Source: an optimization exercise on an open RTL-to-GDS flow (aim: small area, a short achievable clock period and few clock cycles). Production flows keep margins and buffers that such runs may drop. For this run, only the layout was checked, not whether the RTL still works. Power figures rest on the tool's default switching activity, not on a simulated workload.

## design/flow/flow/run.sh

```bash
#!/bin/bash
set -uo pipefail
MARGIN=$(cat flow/margin 2>/dev/null || echo 7)
PORTBUF=$(cat flow/portbuf 2>/dev/null || echo sky130_fd_sc_hd__buf_1)
EXTRA=()
if [[ -f flow/extra ]]; then
    while IFS= read -r line; do
        [[ -n "$line" ]] && EXTRA+=("$line")
    done < flow/extra
fi
bash standard.sh "SETUP_SLACK_MARGIN=$MARGIN" \
    "BUFFER_PORTS_ARGS=-buffer_cell $PORTBUF" "${EXTRA[@]}" finish > run_make.log 2>&1
status=$?
tail -5 run_make.log
exit $status
```

## design/flow/flow/extra

```
SKIP_REPAIR_TIE_FANOUT=1
```

## design/flow/flow/margin

```
6.8
```

## design/flow/standard.sh

```bash
#!/bin/bash
# synth_recipe.tcl (not shown) runs the flow's synth.tcl, then flattens the netlist and writes it again
# the make line also repeats each setting of config.mk as NAME=value (left out here)
make -C /OpenROAD-flow-scripts/flow DESIGN_CONFIG=/design/flow/config.mk WORK_HOME=/design/flow/orfs CLKGATE_MAP_FILE= SYNTH_SCRIPT=/design/flow/synth_recipe.tcl "${@:-finish}"
```

## design/flow/config.mk

```make
export PLATFORM = sky130hd
export DESIGN_NAME = conv_engine
export DESIGN_NICKNAME = conv_engine
export VERILOG_FILES = /design/flow/design.v
export SDC_FILE = /design/flow/constraint.sdc
export NUM_CORES = 4
export LEC_CHECK = 0
export CAP_MARGIN = 20
export CORE_MARGIN = 2
export CORE_UTILIZATION = 40
export CTS_BUF_LIST = sky130_fd_sc_hd__clkbuf_8
export SLEW_MARGIN = 20
```

## design/flow/constraint.sdc

```tcl
create_clock -name core_clock -period 10.0 [get_ports {clk}]
set_input_delay 2.0000 -clock core_clock [delete_from_list [all_inputs] [get_ports {clk}]]
set_output_delay 2.0000 -clock core_clock [all_outputs]
set_load 0.01 [all_outputs]
```

## design/flow/design.v

```verilog
module conv_engine(
    input         clk,
    input         reset,
    input         en_ctrl,
    output [15:0] s_addr,
    output [15:0] w_addr,
    output [15:0] b_addr,
    input  [7:0]  signal,
    input  [7:0]  weight,
    input  [7:0]  bias,
    output [15:0] save_addr,
    output [7:0]  convout,
    output        en_write,
    output        finish
);
    reg        go;           
    reg        done;         
    reg        stall;        
    reg [11:0] sa, wa;       
    reg [2:0]  j;            
    reg [1:0]  c;            
    reg [2:0]  r;            
    reg        inb;          
    reg        jend, rend;   
    reg [4:0]  o, y;         
    reg [3:0]  xp;
    reg        last_out;     
    reg p0, p15, ya, yb, y01;    
    wire [2:0] jpen = (p0 | p15) ? 3'd2 : 3'd4;
    wire [2:0] rpen = ya ? 3'd1 : yb ? 3'd2 : 3'd3;
    wire cend = (c == 2'd2);
    wire last_pos = p15 & ya & ~y01;
    wire adv = go & ~done & ~stall;
    wire hold = ~inb & jend & cend & rend;
    wire inb_n  = adv ? hold : inb;
    wire jend_n = adv ? (~inb & (~jend ? (j == jpen) : (cend & rend))) : jend;
    wire cend_n = adv ? (~inb & (~jend ? cend : ~cend ? (c == 2'd1) : ~rend ? 1'b0 : 1'b1)) : cend;
    wire rend_n = adv ? (~inb & ((jend & cend & ~rend) ? (r == rpen) : rend)) : rend;
    wire last_out_n = w2 ? (o == 5'd30) : last_out;
    wire stall_n = (w2 & last_out) ? 1'b0 : (adv & inb & last_out) ? 1'b1 : stall;
    wire done_n = done | (adv & inb & last_out & last_pos);
    wire adv_n = en_ctrl & ~done_n & ~stall_n;
    reg a_inc, a_ch, a_row, a_back, a_pos;
    always @(posedge clk) begin
        if (reset) begin
            a_inc <= 1'b0;
            a_ch <= 1'b0;
            a_row <= 1'b0;
            a_back <= 1'b0;
            a_pos <= 1'b0;
        end else begin
            a_inc <= adv_n & ~inb_n & ~jend_n;
            a_ch <= adv_n & ~inb_n & jend_n & ~cend_n;
            a_row <= adv_n & ~inb_n & jend_n & cend_n & ~rend_n;
            a_back <= adv_n & inb_n & ~last_out_n;
            a_pos <= adv_n & inb_n & last_out_n;
        end
    end
    wire [11:0] ds, dw;
    assign ds = ({12{a_inc & (~p0 & ~p15)}} & 12'd3)
        | ({12{a_inc & (p0)}} & 12'd4093)
        | ({12{a_inc & (p15)}} & 12'd3)
        | ({12{a_ch & (~p0 & ~p15)}} & 12'd4082)
        | ({12{a_ch & (p0)}} & 12'd10)
        | ({12{a_ch & (p15)}} & 12'd4088)
        | ({12{a_row & (~p0 & ~p15)}} & 12'd79)
        | ({12{a_row & (p0)}} & 12'd103)
        | ({12{a_row & (p15)}} & 12'd85)
        | ({12{a_back & (~p0 & ~p15) & (ya)}} & 12'd3887)
        | ({12{a_back & (~p0 & ~p15) & (yb)}} & 12'd3791)
        | ({12{a_back & (~p0 & ~p15) & (~ya & ~yb)}} & 12'd3695)
        | ({12{a_back & (p0) & (ya)}} & 12'd3911)
        | ({12{a_back & (p0) & (yb)}} & 12'd3815)
        | ({12{a_back & (p0) & (~ya & ~yb)}} & 12'd3719)
        | ({12{a_back & (p15) & (ya)}} & 12'd3893)
        | ({12{a_back & (p15) & (yb)}} & 12'd3797)
        | ({12{a_back & (p15) & (~ya & ~yb)}} & 12'd3701)
        | ({12{a_pos & (~p0 & ~p15) & (ya)}} & 12'd3893)
        | ({12{a_pos & (~p0 & ~p15) & (yb)}} & 12'd3797)
        | ({12{a_pos & (~p0 & ~p15) & (~ya & ~yb)}} & 12'd3701)
        | ({12{a_pos & (p0) & (ya)}} & 12'd3902)
        | ({12{a_pos & (p0) & (yb)}} & 12'd3806)
        | ({12{a_pos & (p0) & (~ya & ~yb)}} & 12'd3710)
        | ({12{a_pos & (p15) & (~ya & ~yb)}} & 12'd3722)
        | ({12{a_pos & (p15) & (ya & y01)}} & 12'd3818)
        | ({12{a_pos & (p15) & (yb & y01)}} & 12'd3722)
        | ({12{a_pos & (p15) & (yb & ~y01)}} & 12'd3818);
    assign dw = ({12{a_inc & (~p0 & ~p15)}} & 12'd3)
        | ({12{a_inc & (p0)}} & 12'd4093)
        | ({12{a_inc & (p15)}} & 12'd3)
        | ({12{a_ch & (~p0 & ~p15)}} & 12'd4082)
        | ({12{a_ch & (p0)}} & 12'd10)
        | ({12{a_ch & (p15)}} & 12'd4088)
        | ({12{a_row & (~p0 & ~p15)}} & 12'd4094)
        | ({12{a_row & (p0)}} & 12'd22)
        | ({12{a_row & (p15)}} & 12'd4)
        | ({12{a_back & (~p0 & ~p15) & (ya)}} & 12'd28)
        | ({12{a_back & (~p0 & ~p15) & (yb)}} & 12'd13)
        | ({12{a_back & (~p0 & ~p15) & (~ya & ~yb)}} & 12'd4094)
        | ({12{a_back & (p0) & (ya)}} & 12'd52)
        | ({12{a_back & (p0) & (yb)}} & 12'd37)
        | ({12{a_back & (p0) & (~ya & ~yb)}} & 12'd22)
        | ({12{a_back & (p15) & (ya)}} & 12'd34)
        | ({12{a_back & (p15) & (yb)}} & 12'd19)
        | ({12{a_back & (p15) & (~ya & ~yb)}} & 12'd4)
        | ({12{a_pos & (~p0 & ~p15) & (ya)}} & 12'd1724)
        | ({12{a_pos & (~p0 & ~p15) & (yb)}} & 12'd1709)
        | ({12{a_pos & (~p0 & ~p15) & (~ya & ~yb)}} & 12'd1694)
        | ({12{a_pos & (p0) & (ya)}} & 12'd1736)
        | ({12{a_pos & (p0) & (yb)}} & 12'd1721)
        | ({12{a_pos & (p0) & (~ya & ~yb)}} & 12'd1706)
        | ({12{a_pos & (p15) & (~ya & ~yb)}} & 12'd1712)
        | ({12{a_pos & (p15) & (ya & y01)}} & 12'd1727)
        | ({12{a_pos & (p15) & (yb & y01)}} & 12'd1712)
        | ({12{a_pos & (p15) & (yb & ~y01)}} & 12'd1727);
    reg first1, b1, ga1, gb1;
    reg first2, b2, first3, b3, b4, wr_en, w2, lsb, fin;
    always @(posedge clk) begin
        if (reset) begin
            go <= 1'b0;
            done <= 1'b0;
            stall <= 1'b0;
            sa <= 12'd9;
            wa <= 12'd42;
            j <= 3'd0;
            c <= 2'd0;
            r <= 3'd0;
            inb <= 1'b0;
            jend <= 1'b0;
            rend <= 1'b0;
        end else begin
            go <= en_ctrl;
            sa <= sa + ds;
            wa <= wa + dw;
            if (adv) begin
                if (inb) begin
                    inb <= 1'b0;
                    j <= 3'd0;
                    c <= 2'd0;
                    r <= 3'd0;
                    jend <= 1'b0;
                    rend <= 1'b0;
                    if (last_out) begin
                        stall <= 1'b1;
                        if (last_pos) done <= 1'b1;
                    end
                end else if (~jend) begin
                    j <= j + 3'd1;
                    jend <= (j == jpen);
                end else if (~cend) begin
                    j <= 3'd0;
                    c <= c + 2'd1;
                    jend <= 1'b0;
                end else if (~rend) begin
                    j <= 3'd0;
                    c <= 2'd0;
                    r <= r + 3'd1;
                    jend <= 1'b0;
                    rend <= (r == rpen);
                end else begin
                    inb <= 1'b1;
                end
            end
            if (w2 & last_out) stall <= 1'b0;
        end
    end
    always @(posedge clk) begin
        if (reset) begin
            o <= 5'd0;
            xp <= 4'd0;
            y <= 5'd0;
            p0 <= 1'b1;
            p15 <= 1'b0;
            ya <= 1'b1;
            yb <= 1'b0;
            y01 <= 1'b1;
            last_out <= 1'b0;
        end else if (w2) begin
            o <= o + 5'd1;
            last_out <= (o == 5'd30);
            if (last_out) begin
                xp <= xp + 4'd1;
                p0 <= p15;
                p15 <= (xp == 4'd14);
                if (p15) begin
                    y <= y + 5'd1;
                    ya <= (y == 5'd30);
                    yb <= (y == 5'd0) | (y == 5'd29);
                    y01 <= (y == 5'd0);
                end
            end
        end
    end
    always @(posedge clk) begin
        if (reset) begin
            first1 <= 1'b0;
            b1 <= 1'b0;
            ga1 <= 1'b0;
            gb1 <= 1'b1;
            first2 <= 1'b0;
            b2 <= 1'b0;
            first3 <= 1'b0;
            b3 <= 1'b0;
            b4 <= 1'b0;
            wr_en <= 1'b0;
            w2 <= 1'b0;
            lsb <= 1'b0;
            fin <= 1'b0;
        end else begin
            first1 <= adv & ~inb & (j == 3'd0) & (c == 2'd0) & (r == 3'd0);
            b1 <= adv & inb;
            ga1 <= jend & ~p15 & ~p0;
            gb1 <= ~adv | inb | (j == 3'd0);
            first2 <= first1;
            b2 <= b1;
            first3 <= first2;
            b3 <= b2;
            b4 <= b3;
            wr_en <= b3 | b4;
            w2 <= b4;
            lsb <= p0 ? b3 : b4;
            if (b4 & last_out & last_pos) fin <= 1'b1;
        end
    end
    reg  [7:0]  sr;               
    reg  [3:0]  onea, twoa, nega;    
    reg  [3:0]  oneb, twob, negb;    
    wire [7:0]  wd = b1 ? 8'd64 : ga1 ? 8'd0 : weight;
    always @(posedge clk) begin
        sr <= b1 ? bias : signal;
        onea <= {wd[6] ^ wd[5], wd[4] ^ wd[3], wd[2] ^ wd[1], wd[0]};
        twoa <= {(wd[7] & ~wd[6] & ~wd[5]) | (~wd[7] & wd[6] & wd[5]),
                 (wd[5] & ~wd[4] & ~wd[3]) | (~wd[5] & wd[4] & wd[3]),
                 (wd[3] & ~wd[2] & ~wd[1]) | (~wd[3] & wd[2] & wd[1]),
                 (wd[1] & ~wd[0])};
        nega <= {wd[7], wd[5], wd[3], wd[1]};
        oneb <= b1 ? 4'b1000 : gb1 ? 4'b0000 : onea;
        twob <= (b1 | gb1) ? 4'b0000 : twoa;
        negb <= (b1 | gb1) ? 4'b0000 : nega;
    end
    wire [9:0]  sx = {{2{sr[7]}}, sr};
    wire [10:0] sx2 = {sx, 1'b0};
    wire px = p0 | p15;    
    wire [17:0] init = ya ? (px ? 18'd243456 : 18'd113920) : yb ? (px ? 18'd244480 : 18'd246528) : (px ? 18'd245504 : 18'd116992);
    wire [8:0] ea0;
    assign ea0[0] = ((onea[0] & sx[0]) | (twoa[0] & sx2[0])) ^ nega[0];
    assign ea0[1] = ((onea[0] & sx[1]) | (twoa[0] & sx2[1])) ^ nega[0];
    assign ea0[2] = ((onea[0] & sx[2]) | (twoa[0] & sx2[2])) ^ nega[0];
    assign ea0[3] = ((onea[0] & sx[3]) | (twoa[0] & sx2[3])) ^ nega[0];
    assign ea0[4] = ((onea[0] & sx[4]) | (twoa[0] & sx2[4])) ^ nega[0];
    assign ea0[5] = ((onea[0] & sx[5]) | (twoa[0] & sx2[5])) ^ nega[0];
    assign ea0[6] = ((onea[0] & sx[6]) | (twoa[0] & sx2[6])) ^ nega[0];
    assign ea0[7] = ((onea[0] & sx[7]) | (twoa[0] & sx2[7])) ^ nega[0];
    assign ea0[8] = ((onea[0] & sx[8]) | (twoa[0] & sx2[8])) ^ nega[0];
    wire [8:0] ea1;
    assign ea1[0] = ((onea[1] & sx[0]) | (twoa[1] & sx2[0])) ^ nega[1];
    assign ea1[1] = ((onea[1] & sx[1]) | (twoa[1] & sx2[1])) ^ nega[1];
    assign ea1[2] = ((onea[1] & sx[2]) | (twoa[1] & sx2[2])) ^ nega[1];
    assign ea1[3] = ((onea[1] & sx[3]) | (twoa[1] & sx2[3])) ^ nega[1];
    assign ea1[4] = ((onea[1] & sx[4]) | (twoa[1] & sx2[4])) ^ nega[1];
    assign ea1[5] = ((onea[1] & sx[5]) | (twoa[1] & sx2[5])) ^ nega[1];
    assign ea1[6] = ((onea[1] & sx[6]) | (twoa[1] & sx2[6])) ^ nega[1];
    assign ea1[7] = ((onea[1] & sx[7]) | (twoa[1] & sx2[7])) ^ nega[1];
    assign ea1[8] = ((onea[1] & sx[8]) | (twoa[1] & sx2[8])) ^ nega[1];
    wire [8:0] ea2;
    assign ea2[0] = ((onea[2] & sx[0]) | (twoa[2] & sx2[0])) ^ nega[2];
    assign ea2[1] = ((onea[2] & sx[1]) | (twoa[2] & sx2[1])) ^ nega[2];
    assign ea2[2] = ((onea[2] & sx[2]) | (twoa[2] & sx2[2])) ^ nega[2];
    assign ea2[3] = ((onea[2] & sx[3]) | (twoa[2] & sx2[3])) ^ nega[2];
    assign ea2[4] = ((onea[2] & sx[4]) | (twoa[2] & sx2[4])) ^ nega[2];
    assign ea2[5] = ((onea[2] & sx[5]) | (twoa[2] & sx2[5])) ^ nega[2];
    assign ea2[6] = ((onea[2] & sx[6]) | (twoa[2] & sx2[6])) ^ nega[2];
    assign ea2[7] = ((onea[2] & sx[7]) | (twoa[2] & sx2[7])) ^ nega[2];
    assign ea2[8] = ((onea[2] & sx[8]) | (twoa[2] & sx2[8])) ^ nega[2];
    wire [8:0] ea3;
    assign ea3[0] = ((onea[3] & sx[0]) | (twoa[3] & sx2[0])) ^ nega[3];
    assign ea3[1] = ((onea[3] & sx[1]) | (twoa[3] & sx2[1])) ^ nega[3];
    assign ea3[2] = ((onea[3] & sx[2]) | (twoa[3] & sx2[2])) ^ nega[3];
    assign ea3[3] = ((onea[3] & sx[3]) | (twoa[3] & sx2[3])) ^ nega[3];
    assign ea3[4] = ((onea[3] & sx[4]) | (twoa[3] & sx2[4])) ^ nega[3];
    assign ea3[5] = ((onea[3] & sx[5]) | (twoa[3] & sx2[5])) ^ nega[3];
    assign ea3[6] = ((onea[3] & sx[6]) | (twoa[3] & sx2[6])) ^ nega[3];
    assign ea3[7] = ((onea[3] & sx[7]) | (twoa[3] & sx2[7])) ^ nega[3];
    assign ea3[8] = ((onea[3] & sx[8]) | (twoa[3] & sx2[8])) ^ nega[3];
    reg  [17:0] Sa, Ca;
    wire [17:0] Sag = first2 ? init : Sa;
    wire [17:0] Cag = first2 ? 18'd0 : Ca;
    wire fas0 = nega[0] ^ Sag[0] ^ ea0[0];
    wire fac0 = (nega[0] & Sag[0]) | (nega[0] & ea0[0]) | (Sag[0] & ea0[0]);
    wire fas1 = Sag[1] ^ Cag[1] ^ ea0[1];
    wire fac1 = (Sag[1] & Cag[1]) | (Sag[1] & ea0[1]) | (Cag[1] & ea0[1]);
    wire fas2 = nega[1] ^ Sag[2] ^ Cag[2];
    wire fac2 = (nega[1] & Sag[2]) | (nega[1] & Cag[2]) | (Sag[2] & Cag[2]);
    wire fas3 = ea0[2] ^ ea1[0] ^ fas2;
    wire fac3 = (ea0[2] & ea1[0]) | (ea0[2] & fas2) | (ea1[0] & fas2);
    wire fas4 = Sag[3] ^ Cag[3] ^ ea0[3];
    wire fac4 = (Sag[3] & Cag[3]) | (Sag[3] & ea0[3]) | (Cag[3] & ea0[3]);
    wire fas5 = ea1[1] ^ fac2 ^ fas4;
    wire fac5 = (ea1[1] & fac2) | (ea1[1] & fas4) | (fac2 & fas4);
    wire fas6 = nega[2] ^ Sag[4] ^ Cag[4];
    wire fac6 = (nega[2] & Sag[4]) | (nega[2] & Cag[4]) | (Sag[4] & Cag[4]);
    wire fas7 = ea0[4] ^ ea1[2] ^ ea2[0];
    wire fac7 = (ea0[4] & ea1[2]) | (ea0[4] & ea2[0]) | (ea1[2] & ea2[0]);
    wire fas8 = fas6 ^ fac4 ^ fas7;
    wire fac8 = (fas6 & fac4) | (fas6 & fas7) | (fac4 & fas7);
    wire fas9 = Sag[5] ^ Cag[5] ^ ea0[5];
    wire fac9 = (Sag[5] & Cag[5]) | (Sag[5] & ea0[5]) | (Cag[5] & ea0[5]);
    wire fas10 = ea1[3] ^ ea2[1] ^ fac6;
    wire fac10 = (ea1[3] & ea2[1]) | (ea1[3] & fac6) | (ea2[1] & fac6);
    wire fas11 = fac7 ^ fas9 ^ fas10;
    wire fac11 = (fac7 & fas9) | (fac7 & fas10) | (fas9 & fas10);
    wire fas12 = nega[3] ^ Sag[6] ^ Cag[6];
    wire fac12 = (nega[3] & Sag[6]) | (nega[3] & Cag[6]) | (Sag[6] & Cag[6]);
    wire fas13 = ea0[6] ^ ea1[4] ^ ea2[2];
    wire fac13 = (ea0[6] & ea1[4]) | (ea0[6] & ea2[2]) | (ea1[4] & ea2[2]);
    wire fas14 = ea3[0] ^ fas12 ^ fac9;
    wire fac14 = (ea3[0] & fas12) | (ea3[0] & fac9) | (fas12 & fac9);
    wire fas15 = fas13 ^ fac10 ^ fas14;
    wire fac15 = (fas13 & fac10) | (fas13 & fas14) | (fac10 & fas14);
    wire fas16 = Sag[7] ^ Cag[7] ^ ea0[7];
    wire fac16 = (Sag[7] & Cag[7]) | (Sag[7] & ea0[7]) | (Cag[7] & ea0[7]);
    wire fas17 = ea1[5] ^ ea2[3] ^ ea3[1];
    wire fac17 = (ea1[5] & ea2[3]) | (ea1[5] & ea3[1]) | (ea2[3] & ea3[1]);
    wire fas18 = fac12 ^ fac13 ^ fas16;
    wire fac18 = (fac12 & fac13) | (fac12 & fas16) | (fac13 & fas16);
    wire fas19 = fas17 ^ fac14 ^ fas18;
    wire fac19 = (fas17 & fac14) | (fas17 & fas18) | (fac14 & fas18);
    wire fas20 = Sag[8] ^ Cag[8] ^ ~ea0[8];
    wire fac20 = (Sag[8] & Cag[8]) | (Sag[8] & ~ea0[8]) | (Cag[8] & ~ea0[8]);
    wire fas21 = ea1[6] ^ ea2[4] ^ ea3[2];
    wire fac21 = (ea1[6] & ea2[4]) | (ea1[6] & ea3[2]) | (ea2[4] & ea3[2]);
    wire fas22 = fac16 ^ fac17 ^ fas20;
    wire fac22 = (fac16 & fac17) | (fac16 & fas20) | (fac17 & fas20);
    wire fas23 = fas21 ^ fac18 ^ fas22;
    wire fac23 = (fas21 & fac18) | (fas21 & fas22) | (fac18 & fas22);
    wire fas24 = Sag[9] ^ Cag[9] ^ ea1[7];
    wire fac24 = (Sag[9] & Cag[9]) | (Sag[9] & ea1[7]) | (Cag[9] & ea1[7]);
    wire fas25 = ea2[5] ^ ea3[3] ^ fac20;
    wire fac25 = (ea2[5] & ea3[3]) | (ea2[5] & fac20) | (ea3[3] & fac20);
    wire fas26 = fac21 ^ fas24 ^ fac22;
    wire fac26 = (fac21 & fas24) | (fac21 & fac22) | (fas24 & fac22);
    wire fas27 = fas25 ^ fac23 ^ fas26;
    wire fac27 = (fas25 & fac23) | (fas25 & fas26) | (fac23 & fas26);
    wire fas28 = Sag[10] ^ Cag[10] ^ ~ea1[8];
    wire fac28 = (Sag[10] & Cag[10]) | (Sag[10] & ~ea1[8]) | (Cag[10] & ~ea1[8]);
    wire fas29 = ea2[6] ^ ea3[4] ^ fac24;
    wire fac29 = (ea2[6] & ea3[4]) | (ea2[6] & fac24) | (ea3[4] & fac24);
    wire fas30 = fas28 ^ fac25 ^ fas29;
    wire fac30 = (fas28 & fac25) | (fas28 & fas29) | (fac25 & fas29);
    wire fas31 = fac26 ^ fas30 ^ fac27;
    wire fac31 = (fac26 & fas30) | (fac26 & fac27) | (fas30 & fac27);
    wire fas32 = Sag[11] ^ Cag[11] ^ ea2[7];
    wire fac32 = (Sag[11] & Cag[11]) | (Sag[11] & ea2[7]) | (Cag[11] & ea2[7]);
    wire fas33 = ea3[5] ^ fac28 ^ fas32;
    wire fac33 = (ea3[5] & fac28) | (ea3[5] & fas32) | (fac28 & fas32);
    wire fas34 = fac29 ^ fas33 ^ fac30;
    wire fac34 = (fac29 & fas33) | (fac29 & fac30) | (fas33 & fac30);
    wire fas35 = Sag[12] ^ Cag[12] ^ ~ea2[8];
    wire fac35 = (Sag[12] & Cag[12]) | (Sag[12] & ~ea2[8]) | (Cag[12] & ~ea2[8]);
    wire fas36 = ea3[6] ^ fac32 ^ fas35;
    wire fac36 = (ea3[6] & fac32) | (ea3[6] & fas35) | (fac32 & fas35);
    wire fas37 = fac33 ^ fas36 ^ fac34;
    wire fac37 = (fac33 & fas36) | (fac33 & fac34) | (fas36 & fac34);
    wire fas38 = Sag[13] ^ Cag[13] ^ ea3[7];
    wire fac38 = (Sag[13] & Cag[13]) | (Sag[13] & ea3[7]) | (Cag[13] & ea3[7]);
    wire fas39 = fac35 ^ fas38 ^ fac36;
    wire fac39 = (fac35 & fas38) | (fac35 & fac36) | (fas38 & fac36);
    wire fas40 = Sag[14] ^ Cag[14] ^ ~ea3[8];
    wire fac40 = (Sag[14] & Cag[14]) | (Sag[14] & ~ea3[8]) | (Cag[14] & ~ea3[8]);
    wire fas41 = fac38 ^ fas40 ^ fac39;
    wire fac41 = (fac38 & fas40) | (fac38 & fac39) | (fas40 & fac39);
    wire fas42 = Sag[15] ^ Cag[15] ^ fac40;
    wire fac42 = (Sag[15] & Cag[15]) | (Sag[15] & fac40) | (Cag[15] & fac40);
    wire fas43 = Sag[16] ^ Cag[16] ^ fac42;
    wire fac43 = (Sag[16] & Cag[16]) | (Sag[16] & fac42) | (Cag[16] & fac42);
    wire fas44 = Sag[17] ^ Cag[17] ^ fac43;
    wire fac44 = (Sag[17] & Cag[17]) | (Sag[17] & fac43) | (Cag[17] & fac43);
    always @(posedge clk) begin
        Sa <= {fas44, fas43, fac41, fas41, fac37, fas37, fac31, fas31, fas27, fac19, fac15, fac11, fac8, fac5, fac3, fac1, fac0, fas0};
        Ca <= {1'b0, 1'b0, fas42, 1'b0, fas39, 1'b0, fas34, 1'b0, 1'b0, fas23, fas19, fas15, fas11, fas8, fas5, fas3, fas1, 1'b0};
    end
    wire [8:0] eb0;
    assign eb0[0] = ((oneb[0] & sx[0]) | (twob[0] & sx2[0])) ^ negb[0];
    assign eb0[1] = ((oneb[0] & sx[1]) | (twob[0] & sx2[1])) ^ negb[0];
    assign eb0[2] = ((oneb[0] & sx[2]) | (twob[0] & sx2[2])) ^ negb[0];
    assign eb0[3] = ((oneb[0] & sx[3]) | (twob[0] & sx2[3])) ^ negb[0];
    assign eb0[4] = ((oneb[0] & sx[4]) | (twob[0] & sx2[4])) ^ negb[0];
    assign eb0[5] = ((oneb[0] & sx[5]) | (twob[0] & sx2[5])) ^ negb[0];
    assign eb0[6] = ((oneb[0] & sx[6]) | (twob[0] & sx2[6])) ^ negb[0];
    assign eb0[7] = ((oneb[0] & sx[7]) | (twob[0] & sx2[7])) ^ negb[0];
    assign eb0[8] = ((oneb[0] & sx[8]) | (twob[0] & sx2[8])) ^ negb[0];
    wire [8:0] eb1;
    assign eb1[0] = ((oneb[1] & sx[0]) | (twob[1] & sx2[0])) ^ negb[1];
    assign eb1[1] = ((oneb[1] & sx[1]) | (twob[1] & sx2[1])) ^ negb[1];
    assign eb1[2] = ((oneb[1] & sx[2]) | (twob[1] & sx2[2])) ^ negb[1];
    assign eb1[3] = ((oneb[1] & sx[3]) | (twob[1] & sx2[3])) ^ negb[1];
    assign eb1[4] = ((oneb[1] & sx[4]) | (twob[1] & sx2[4])) ^ negb[1];
    assign eb1[5] = ((oneb[1] & sx[5]) | (twob[1] & sx2[5])) ^ negb[1];
    assign eb1[6] = ((oneb[1] & sx[6]) | (twob[1] & sx2[6])) ^ negb[1];
    assign eb1[7] = ((oneb[1] & sx[7]) | (twob[1] & sx2[7])) ^ negb[1];
    assign eb1[8] = ((oneb[1] & sx[8]) | (twob[1] & sx2[8])) ^ negb[1];
    wire [8:0] eb2;
    assign eb2[0] = ((oneb[2] & sx[0]) | (twob[2] & sx2[0])) ^ negb[2];
    assign eb2[1] = ((oneb[2] & sx[1]) | (twob[2] & sx2[1])) ^ negb[2];
    assign eb2[2] = ((oneb[2] & sx[2]) | (twob[2] & sx2[2])) ^ negb[2];
    assign eb2[3] = ((oneb[2] & sx[3]) | (twob[2] & sx2[3])) ^ negb[2];
    assign eb2[4] = ((oneb[2] & sx[4]) | (twob[2] & sx2[4])) ^ negb[2];
    assign eb2[5] = ((oneb[2] & sx[5]) | (twob[2] & sx2[5])) ^ negb[2];
    assign eb2[6] = ((oneb[2] & sx[6]) | (twob[2] & sx2[6])) ^ negb[2];
    assign eb2[7] = ((oneb[2] & sx[7]) | (twob[2] & sx2[7])) ^ negb[2];
    assign eb2[8] = ((oneb[2] & sx[8]) | (twob[2] & sx2[8])) ^ negb[2];
    wire [8:0] eb3;
    assign eb3[0] = ((oneb[3] & sx[0]) | (twob[3] & sx2[0])) ^ negb[3];
    assign eb3[1] = ((oneb[3] & sx[1]) | (twob[3] & sx2[1])) ^ negb[3];
    assign eb3[2] = ((oneb[3] & sx[2]) | (twob[3] & sx2[2])) ^ negb[3];
    assign eb3[3] = ((oneb[3] & sx[3]) | (twob[3] & sx2[3])) ^ negb[3];
    assign eb3[4] = ((oneb[3] & sx[4]) | (twob[3] & sx2[4])) ^ negb[3];
    assign eb3[5] = ((oneb[3] & sx[5]) | (twob[3] & sx2[5])) ^ negb[3];
    assign eb3[6] = ((oneb[3] & sx[6]) | (twob[3] & sx2[6])) ^ negb[3];
    assign eb3[7] = ((oneb[3] & sx[7]) | (twob[3] & sx2[7])) ^ negb[3];
    assign eb3[8] = ((oneb[3] & sx[8]) | (twob[3] & sx2[8])) ^ negb[3];
    reg  [17:0] Sb, Cb;
    wire [17:0] Sbg = first3 ? init : Sb;
    wire [17:0] Cbg = first3 ? 18'd0 : Cb;
    wire fbs0 = negb[0] ^ Sbg[0] ^ eb0[0];
    wire fbc0 = (negb[0] & Sbg[0]) | (negb[0] & eb0[0]) | (Sbg[0] & eb0[0]);
    wire fbs1 = Sbg[1] ^ Cbg[1] ^ eb0[1];
    wire fbc1 = (Sbg[1] & Cbg[1]) | (Sbg[1] & eb0[1]) | (Cbg[1] & eb0[1]);
    wire fbs2 = negb[1] ^ Sbg[2] ^ Cbg[2];
    wire fbc2 = (negb[1] & Sbg[2]) | (negb[1] & Cbg[2]) | (Sbg[2] & Cbg[2]);
    wire fbs3 = eb0[2] ^ eb1[0] ^ fbs2;
    wire fbc3 = (eb0[2] & eb1[0]) | (eb0[2] & fbs2) | (eb1[0] & fbs2);
    wire fbs4 = Sbg[3] ^ Cbg[3] ^ eb0[3];
    wire fbc4 = (Sbg[3] & Cbg[3]) | (Sbg[3] & eb0[3]) | (Cbg[3] & eb0[3]);
    wire fbs5 = eb1[1] ^ fbc2 ^ fbs4;
    wire fbc5 = (eb1[1] & fbc2) | (eb1[1] & fbs4) | (fbc2 & fbs4);
    wire fbs6 = negb[2] ^ Sbg[4] ^ Cbg[4];
    wire fbc6 = (negb[2] & Sbg[4]) | (negb[2] & Cbg[4]) | (Sbg[4] & Cbg[4]);
    wire fbs7 = eb0[4] ^ eb1[2] ^ eb2[0];
    wire fbc7 = (eb0[4] & eb1[2]) | (eb0[4] & eb2[0]) | (eb1[2] & eb2[0]);
    wire fbs8 = fbs6 ^ fbc4 ^ fbs7;
    wire fbc8 = (fbs6 & fbc4) | (fbs6 & fbs7) | (fbc4 & fbs7);
    wire fbs9 = Sbg[5] ^ Cbg[5] ^ eb0[5];
    wire fbc9 = (Sbg[5] & Cbg[5]) | (Sbg[5] & eb0[5]) | (Cbg[5] & eb0[5]);
    wire fbs10 = eb1[3] ^ eb2[1] ^ fbc6;
    wire fbc10 = (eb1[3] & eb2[1]) | (eb1[3] & fbc6) | (eb2[1] & fbc6);
    wire fbs11 = fbc7 ^ fbs9 ^ fbs10;
    wire fbc11 = (fbc7 & fbs9) | (fbc7 & fbs10) | (fbs9 & fbs10);
    wire fbs12 = negb[3] ^ Sbg[6] ^ Cbg[6];
    wire fbc12 = (negb[3] & Sbg[6]) | (negb[3] & Cbg[6]) | (Sbg[6] & Cbg[6]);
    wire fbs13 = eb0[6] ^ eb1[4] ^ eb2[2];
    wire fbc13 = (eb0[6] & eb1[4]) | (eb0[6] & eb2[2]) | (eb1[4] & eb2[2]);
    wire fbs14 = eb3[0] ^ fbs12 ^ fbc9;
    wire fbc14 = (eb3[0] & fbs12) | (eb3[0] & fbc9) | (fbs12 & fbc9);
    wire fbs15 = fbs13 ^ fbc10 ^ fbs14;
    wire fbc15 = (fbs13 & fbc10) | (fbs13 & fbs14) | (fbc10 & fbs14);
    wire fbs16 = Sbg[7] ^ Cbg[7] ^ eb0[7];
    wire fbc16 = (Sbg[7] & Cbg[7]) | (Sbg[7] & eb0[7]) | (Cbg[7] & eb0[7]);
    wire fbs17 = eb1[5] ^ eb2[3] ^ eb3[1];
    wire fbc17 = (eb1[5] & eb2[3]) | (eb1[5] & eb3[1]) | (eb2[3] & eb3[1]);
    wire fbs18 = fbc12 ^ fbc13 ^ fbs16;
    wire fbc18 = (fbc12 & fbc13) | (fbc12 & fbs16) | (fbc13 & fbs16);
    wire fbs19 = fbs17 ^ fbc14 ^ fbs18;
    wire fbc19 = (fbs17 & fbc14) | (fbs17 & fbs18) | (fbc14 & fbs18);
    wire fbs20 = Sbg[8] ^ Cbg[8] ^ ~eb0[8];
    wire fbc20 = (Sbg[8] & Cbg[8]) | (Sbg[8] & ~eb0[8]) | (Cbg[8] & ~eb0[8]);
    wire fbs21 = eb1[6] ^ eb2[4] ^ eb3[2];
    wire fbc21 = (eb1[6] & eb2[4]) | (eb1[6] & eb3[2]) | (eb2[4] & eb3[2]);
    wire fbs22 = fbc16 ^ fbc17 ^ fbs20;
    wire fbc22 = (fbc16 & fbc17) | (fbc16 & fbs20) | (fbc17 & fbs20);
    wire fbs23 = fbs21 ^ fbc18 ^ fbs22;
    wire fbc23 = (fbs21 & fbc18) | (fbs21 & fbs22) | (fbc18 & fbs22);
    wire fbs24 = Sbg[9] ^ Cbg[9] ^ eb1[7];
    wire fbc24 = (Sbg[9] & Cbg[9]) | (Sbg[9] & eb1[7]) | (Cbg[9] & eb1[7]);
    wire fbs25 = eb2[5] ^ eb3[3] ^ fbc20;
    wire fbc25 = (eb2[5] & eb3[3]) | (eb2[5] & fbc20) | (eb3[3] & fbc20);
    wire fbs26 = fbc21 ^ fbs24 ^ fbc22;
    wire fbc26 = (fbc21 & fbs24) | (fbc21 & fbc22) | (fbs24 & fbc22);
    wire fbs27 = fbs25 ^ fbc23 ^ fbs26;
    wire fbc27 = (fbs25 & fbc23) | (fbs25 & fbs26) | (fbc23 & fbs26);
    wire fbs28 = Sbg[10] ^ Cbg[10] ^ ~eb1[8];
    wire fbc28 = (Sbg[10] & Cbg[10]) | (Sbg[10] & ~eb1[8]) | (Cbg[10] & ~eb1[8]);
    wire fbs29 = eb2[6] ^ eb3[4] ^ fbc24;
    wire fbc29 = (eb2[6] & eb3[4]) | (eb2[6] & fbc24) | (eb3[4] & fbc24);
    wire fbs30 = fbs28 ^ fbc25 ^ fbs29;
    wire fbc30 = (fbs28 & fbc25) | (fbs28 & fbs29) | (fbc25 & fbs29);
    wire fbs31 = fbc26 ^ fbs30 ^ fbc27;
    wire fbc31 = (fbc26 & fbs30) | (fbc26 & fbc27) | (fbs30 & fbc27);
    wire fbs32 = Sbg[11] ^ Cbg[11] ^ eb2[7];
    wire fbc32 = (Sbg[11] & Cbg[11]) | (Sbg[11] & eb2[7]) | (Cbg[11] & eb2[7]);
    wire fbs33 = eb3[5] ^ fbc28 ^ fbs32;
    wire fbc33 = (eb3[5] & fbc28) | (eb3[5] & fbs32) | (fbc28 & fbs32);
    wire fbs34 = fbc29 ^ fbs33 ^ fbc30;
    wire fbc34 = (fbc29 & fbs33) | (fbc29 & fbc30) | (fbs33 & fbc30);
    wire fbs35 = Sbg[12] ^ Cbg[12] ^ ~eb2[8];
    wire fbc35 = (Sbg[12] & Cbg[12]) | (Sbg[12] & ~eb2[8]) | (Cbg[12] & ~eb2[8]);
    wire fbs36 = eb3[6] ^ fbc32 ^ fbs35;
    wire fbc36 = (eb3[6] & fbc32) | (eb3[6] & fbs35) | (fbc32 & fbs35);
    wire fbs37 = fbc33 ^ fbs36 ^ fbc34;
    wire fbc37 = (fbc33 & fbs36) | (fbc33 & fbc34) | (fbs36 & fbc34);
    wire fbs38 = Sbg[13] ^ Cbg[13] ^ eb3[7];
    wire fbc38 = (Sbg[13] & Cbg[13]) | (Sbg[13] & eb3[7]) | (Cbg[13] & eb3[7]);
    wire fbs39 = fbc35 ^ fbs38 ^ fbc36;
    wire fbc39 = (fbc35 & fbs38) | (fbc35 & fbc36) | (fbs38 & fbc36);
    wire fbs40 = Sbg[14] ^ Cbg[14] ^ ~eb3[8];
    wire fbc40 = (Sbg[14] & Cbg[14]) | (Sbg[14] & ~eb3[8]) | (Cbg[14] & ~eb3[8]);
    wire fbs41 = fbc38 ^ fbs40 ^ fbc39;
    wire fbc41 = (fbc38 & fbs40) | (fbc38 & fbc39) | (fbs40 & fbc39);
    wire fbs42 = Sbg[15] ^ Cbg[15] ^ fbc40;
    wire fbc42 = (Sbg[15] & Cbg[15]) | (Sbg[15] & fbc40) | (Cbg[15] & fbc40);
    wire fbs43 = Sbg[16] ^ Cbg[16] ^ fbc42;
    wire fbc43 = (Sbg[16] & Cbg[16]) | (Sbg[16] & fbc42) | (Cbg[16] & fbc42);
    wire fbs44 = Sbg[17] ^ Cbg[17] ^ fbc43;
    wire fbc44 = (Sbg[17] & Cbg[17]) | (Sbg[17] & fbc43) | (Cbg[17] & fbc43);
    always @(posedge clk) begin
        Sb <= {fbs44, fbs43, fbc41, fbs41, fbc37, fbs37, fbc31, fbs31, fbs27, fbc19, fbc15, fbc11, fbc8, fbc5, fbc3, fbc1, fbc0, fbs0};
        Cb <= {1'b0, 1'b0, fbs42, 1'b0, fbs39, 1'b0, fbs34, 1'b0, 1'b0, fbs23, fbs19, fbs15, fbs11, fbs8, fbs5, fbs3, fbs1, 1'b0};
    end
    wire [17:0] acc = b3 ? (Sa + Ca) : (Sb + Cb);
    wire [8:0]  t = acc[17:9];
    reg  [7:0]  cout_r;
    always @(posedge clk)
        cout_r <= (t[8] != t[7]) ? {t[8], {7{~t[8]}}} : t[7:0];
    assign s_addr = {4'd0, sa};
    assign w_addr = {4'd0, wa};
    assign b_addr = {11'd0, o};
    assign save_addr = {1'b0, y, xp, lsb, o};
    assign convout = cout_r;
    assign en_write = wr_en;
    assign finish = fin;
endmodule
```

==> results.py <==
metrics = {
    "timing": {
        "setup_violations": 0,
        "clock_skew_ps": 15.53,
        "holdWs_ps": 439.7,
        "min_period_ps": 3099,
        "worstMarginPinSlew_ps": 716.3,
        "fmax_ghz": 0.3226,
        "slew_headroom_pct": 52.18,
        "rsz0062_at_grt": "yes",
        "final_hold_viol_count": 0,
        "fin_crit_sh_pct": 30.99,
        "slew_violations": 0,
        "tns_ps": 0,
    },
    "clock_tree": {
        "numClockSinks": 174,
        "path_clk_slew_ps": 100,
        "postCtsHoldBufs": 0,
        "cts_root_buf": "clkbuf_8",
        "clk-insertion-delay-late_ps": 470,
        "cts_made_buffers": 17,
        "h-tree-depth": 4,
        "cts_tree": "built",
        "clock_path_buffers": 2,
    },
    "synth": {
        "ys_seq_elements": 174,
        "synth_nets": 1418,
        "syn_inst": 1249,
        "synthTopCellsByArea": "dfxtp_1, fa_1, ha_1, xnor2_1, a22oi_1",
        "yosys.cell_types.count": 69,
        "ys_seq_area_share_pct": 30.58,
        "synth_edf_count": 0,
        "yosys-top-cells-count": "dfxtp_1, inv_1, nor2_1",
        "synth_top_cell_area_share_pct": 30.58,
        "postSynthAreaPerCell_um2": 9.120,
        "syn_area_um2": 11390,
        "ys_warn_count": 1,
        "synthFlopType": "dfxtp_1",
        "yosysMostFrequentCell": "dfxtp_1",
        "synthArstFlopShare_pct": 0,
        "yosysTopAreaCell": "dfxtp_1",
    },
    "final_layout": {
        "drive_above_1_share_pct": 9.804,
        "finish.utilization_pct": 44.21,
        "area_growth_pct": 8.425,
        "design_area_um2": 12350,
        "antenna_cells": 0,
        "final_nets": 1431,
        "seq_area_um2": 3543,
        "fillerInstances": 2771,
        "multi_input_area_um2": 7064,
    },
    "setup_path": {
        "critical_path.top_delay_family": "flip-flops",
        "startpoint_type": "flop",
        "cp_slowest_stage_delay_ps": 450,
        "worst_ep_required_time_ps": 8000,
        "regToRegEndpoint": "Sa[10]",
        "critPathSlowestCell": "dfxtp_1",
        "worst-setup-path-type": "reg2out",
        "path_cells": "buf_1",
        "critPathMaxFanout": 6,
        "critPathBufInv": 1,
        "rrSetupSlack_ps": 6920,
        "timing.rr.start": "sr[2]",
        "rr_worst_depth": 9,
        "arrival_ps": 1100,
        "cp-end-kind": "primary output",
    },
    "job": {
        "cap_violations": 0,
    },
    "hold_path": {
        "min_delay_path_depth": 1,
        "hold_start": "first1",
        "hp-class": "reg2reg",
        "holdPathEnd": "first2",
    },
    "routing": {
        "drc": 0,
        "vias_per_cell": 5.100,
        "first_iter_violations": 563,
        "drt_wl_total_um": 24910,
        "ant_nets": 0,
        "num_vias": 8430,
        "routedWlPerCell_um": 15.07,
        "first_pass_iters": 6,
    },
    "placed_design": {
        "hpwl_um": 18510,
        "placedInstanceArea_um2": 11730,
        "place.gp.congestion": 0.8474,
        "port_buffers": 80,
    },
    "power_and_ir_drop": {
        "switching_share_pct": 39.88,
        "design_power_total_w": 0.002728,
        "power_frac_seq_pct": 36.3,
        "power.leakage_nw": 5.116,
        "switchingPower_w": 0.001088,
        "ir_drop_mv": 0.08567,
        "comb_power_share_pct": 44.6,
        "p_int_w": 0.001640,
        "cellPowerDensity_nw_per_um2": 220.9,
        "p_clk_share_pct": 19.1,
    },
    "grt": {
        "grt_pass1_vias": 7983,
        "track_usage_pct": 16.84,
        "antenna_found_initial": 0,
        "grt_overflow": 0,
        "grt_pass1_wl_um": 41110,
        "grt_max_degree": 61,
    },
    "die": {
        "die_area_um2": 29840,
        "coreArea_um2": 27930,
        "io_pins": 101,
        "fp.dieW_um": 172.8,
        "rows": 61,
        "initial_utilization_pct": 40.78,
        "die_h_um": 172.8,
    },
    "run_status": {
        "status": "complete, no violations",
    },
}
## through the flow
stage	instances	worst slack, ps
floorplan	1249	6801
global placement	1611	6363
detailed placement	1611	6285
CTS	1648	6806
global route	1653	6729
finish	1653	6901
## worst max-delay path by stage
stage,start,slack (ps),endpoint,cells after the start
after floorplan,sr[5],6800,Sb[10],11
after global placement,p15,6360,wa[10],12
after detailed placement,p15,6290,wa[10],12
after CTS,onea[0],6810,Sa[10],10
after global routing,a_back,6730,sa[10],12
final,o[2],6900,save_addr[2],1
## final cells by class
class	instances	area share [%]
multi-input cells	859	57.20
flip-flops and latches	174	28.69
well taps	378	3.829
inverters	116	3.566
repair buffers	94	3.333
clock buffers	19	2.117
clock inverters	13	1.266
## cell usage in the layout, fill, tap and decap left out, types with 11 or more instances in the layout
cell type | netlist | routed
dfxtp_1 | 174 | 148
inv_1 | 113 | 111
nor2_1 | 87 | 83
buf_1 | 2 | 79
xnor2_1 | 77 | 77
fa_1 | 78 | 77
nand2_1 | 70 | 70
ha_1 | 64 | 63
a22oi_1 | 59 | 59
a21oi_1 | 50 | 48
xor2_1 | 42 | 42
o21ai_0 | 38 | 37
nor2b_1 | 33 | 33
nand2b_1 | 31 | 31
and2_1 | 21 | 21
nor3_1 | 20 | 20
clkbuf_8 | 0 | 19
dfxtp_2 | 0 | 15
or3_1 | 14 | 14
buf_4 | 26 | 12
o21a_1 | 11 | 11
mux2_2 | 11 | 11
and3_1 | 11 | 11
dfxtp_4 | 0 | 11
## power groups by stage
stage,Clock (W),Sequential (W),Combinational [W]
floorplan,0,0.000967,0.000942
global placement,0,0.00100,0.00117
detailed placement,0,0.00101,0.00123
CTS,0.000538,0.000990,0.00124
global route,0.000564,0.00101,0.00142
finish,0.000522,0.000989,0.00122
## cell families after synthesis
kind of cell	after synthesis	share of synthesized area (%)
AOI/OAI and AO/OA	243	14.68
muxes	20	1.878
buffers and inverters	216	7.975
xor gates and xnor gates	119	9.150
DFF	174	30.58
and+or+nand+nor	331	14.68
adders and majority gates	145	21.03
other	1	0.03292
## routing by layer
| layer | up-vias | global-route usage (%) | wire length [µm] |
|---|---|---|---|
| met5 | - | 0 | 0 |
| met4 | 0 | 4.379 | 312 |
| met3 | 27 | 2.902 | 1265 |
| met2 | 220 | 25.92 | 11160 |
| met1 | 4007 | 24.46 | 12180 |
| li1 | 4176 | - | - |
## registers in the layout (all words and copies together), names as in the netlist, 8 cells and up
| name | cells |
|---|---|
| sr | 8 |
| cout_r | 8 |
| Cb | 11 |
| Sa | 18 |
| wa | 12 |
| sa | 12 |
| Ca | 11 |
| Sb | 18 |
## repair_timing
item,4_1_cts,5_1_grt
buffers inserted,5,5
gates resized for setup,25,33
setup endpoints to repair,25,15
pin swaps,0,3

[what the ideal ports hide]
No port has a modelled driver above. Below, the same layout with a new extraction and two added sets of constraints.
Step 1, drivers: a clkbuf_16 drives clk and a buf_2 each remaining input, both assumed.
Step 2 also shifts input and output timing later by t, the mid clock arrival at the registers, as if the neighbouring blocks saw the same clock.
Three values: ideal ports, drivers, drivers and shift; two values: the first two.
t (ns): 0.506
slack for setup (ns): 6.901 / 6.856 / 6.419
worst setup path after step 2: input to register
clock arrival spread, ns: 0.018 / 0.017
worst register clock-pin slew, ns: 0.10 / 0.10
After both steps this run still meets setup and hold. For this run, drivers alone change the setup slack by -0.045 ns; drivers and shift together by -0.482 ns.
